From an optimization exercise on the open Yosys and OpenROAD flow, aimed at small area, a short achievable clock period and few clock cycles; shortcuts taken in it are not production practice. No activity file was given, so power comes from the tool's default toggle rates.

==> flow/design.v <==
module HW2_divider(Clk, Rst, St, Divisor, Dividend, Quotient, Remainder, Overflow, Done);
	input Clk, Rst, St;
	input [15:0] Divisor;
	input [15:0] Dividend;
	output [15:0] Quotient;
	output [15:0] Remainder;
	output Overflow;
	output reg Done;
	reg [15:0] R;      
	reg [15:0] D;      
	reg [15:0] Q;      
	reg ovf;
	wire z8 = ~|Divisor[15:8];
	wire [15:0] n1 = z8 ? {Divisor[7:0], 8'b0} : Divisor;
	wire z4 = ~|n1[15:12];
	wire [15:0] n2 = z4 ? {n1[11:0], 4'b0} : n1;
	wire z2 = ~|n2[15:14];
	wire [15:0] n3 = z2 ? {n2[13:0], 2'b0} : n2;
	wire z1 = ~n3[15];
	wire [15:0] n4 = z1 ? {n3[14:0], 1'b0} : n3;
	wire [15:0] lead;
	genvar k;
	generate
		for (k = 0; k < 16; k = k + 1) begin : g_lead
			if (k == 15) begin : g_top
				assign lead[k] = Divisor[k];
			end else begin : g_low
				assign lead[k] = Divisor[k] & ~|Divisor[15:k+1];
			end
		end
	endgenerate
	wire [16:0] diff = {1'b0, R} - {1'b0, D};
	wire ge = ~diff[16];
	assign Quotient = Q;
	assign Remainder = R;
	assign Overflow = ovf;
	always @(posedge Clk) begin
		if (Rst)
			Done <= 1'b1;
		else if (Done)
			Done <= ~St;
		else if (Q[15] || ovf)
			Done <= 1'b1;
	end
	always @(posedge Clk) begin
		if (Done) begin
			D <= n4;
			if (St) begin
				R <= Dividend;
				Q <= lead;
				ovf <= ~|Divisor;
			end
		end else begin
			if (ge) R <= diff[15:0];
			Q <= {Q[14:0], ge};
			D <= {1'b0, D[15:1]};
		end
	end
endmodule
Settings: LEC_CHECK=0, ABC_AREA=1, ABC_CLOCK_PERIOD_IN_PS=2000, CAP_MARGIN=20, CORE_MARGIN=2, CORE_UTILIZATION=40, SETUP_SLACK_MARGIN=3.3, SLEW_MARGIN=20; clock period 6.0 ns.
standard.sh (not shown) runs the stock make flow with config.mk's settings and CLKGATE_MAP_FILE= SYNTH_SCRIPT=/design/flow/synth_recipe.tcl, a recipe that flattens the netlist after the stock synthesis.
==> flow/flow/run.sh <==
#!/bin/bash
# The standard layout, with each port buffered by a small buffer instead of
# the delay cell that buffer_ports picks by default.
set -euo pipefail
bash standard.sh "BUFFER_PORTS_ARGS=-buffer_cell sky130_fd_sc_hd__buf_1" finish > standard.log 2>&1
Change:
==> flow/design.v (replaced) <==
module HW2_divider(Clk, Rst, St, Divisor, Dividend, Quotient, Remainder, Overflow, Done);
	input Clk, Rst, St;
	input [15:0] Divisor;
	input [15:0] Dividend;
	output [15:0] Quotient;
	output [15:0] Remainder;
	output Overflow;
	output reg Done;
	reg [15:0] R;      
	reg [15:0] D;      
	reg [15:0] Q;      
	reg [3:0] cnt;     
	reg ovf;
	wire [15:0] lead;
	genvar k;
	generate
		for (k = 0; k < 16; k = k + 1) begin : g_lead
			if (k == 0) begin : g0
				assign lead[k] = Divisor[15];
			end else begin : gk
				assign lead[k] = Divisor[15-k] & ~|Divisor[15:16-k];
			end
		end
	endgenerate
	reg [15:0] n4;
	reg [3:0] lz;
	integer i, j;
	always @(*) begin
		n4 = 16'd0;
		lz = 4'd0;
		for (i = 0; i < 16; i = i + 1) begin
			for (j = 0; j < 16; j = j + 1)
				if (j >= i) n4[j] = n4[j] | (lead[i] & Divisor[j-i]);
			if (lead[i]) lz = lz | i[3:0];
		end
	end
	wire z8 = lz[3], z4 = lz[2], z2 = lz[1], z1 = lz[0];
	wire [16:0] diff = {1'b0, R} - {1'b0, D};
	wire ge = ~diff[16];
	assign Quotient = Q;
	assign Remainder = R;
	assign Overflow = ovf;
	always @(posedge Clk) begin
		if (Rst)
			Done <= 1'b1;
		else if (Done)
			Done <= ~St;
		else if (cnt == 4'd0 || ovf)
			Done <= 1'b1;
	end
	always @(posedge Clk) begin
		if (Done) begin
			D <= n4;
			cnt <= {z8, z4, z2, z1};
			if (St) begin
				R <= Dividend;
				Q <= 16'd0;
				ovf <= ~|Divisor;
			end
		end else begin
			if (ge) R <= diff[15:0];
			Q <= {Q[14:0], ge};
			D <= {1'b0, D[15:1]};
			cnt <= cnt - 4'd1;
		end
	end
endmodule
=>
- sequential cell count goes up by 4
- via count goes up by 29%
- area after synthesis went up by 21%
- worst hold slack got worse by 0.028 ns
- register-to-register slack stays flat
- total power came out lower by 3.2%
- global-route usage goes up by 1.5 points
Function was not checked in any run of this note: the RTL went through the layout flow alone.

afterwards: timing with drivers on the ports:
In the flow no input, the clock included, has a driving cell. The finished layouts below were timed again as built, in two steps.
Step 1 assumes that a clkbuf_16 drives the clock port and a buf_2 every other input.
Step 2, shift: input delay + t, output delay - t, t = (earliest + latest rising clock arrival at the registers) / 2. This alone moves slack from input paths to output paths.
Slacks: no drivers / after step 1 / after step 2; pairs: no drivers / after step 1.
| run | shift t [ns] | setup slack, ns | worst register clock-pin slew, ns | cell pins on the clock port's net |
|---|---|---|---|---|
| the first run | 0.332 | 3.372 / 3.380 / 3.048 | 0.10 / 0.10 | 1 |
| the second run | 0.347 | 3.403 / 3.408 / 3.061 | 0.10 / 0.10 | 1 |
After both steps every run listed still meets setup and hold. The setup slack of the second run, which loses most, moves by +0.005 ns with the drivers and by -0.342 ns with both steps.
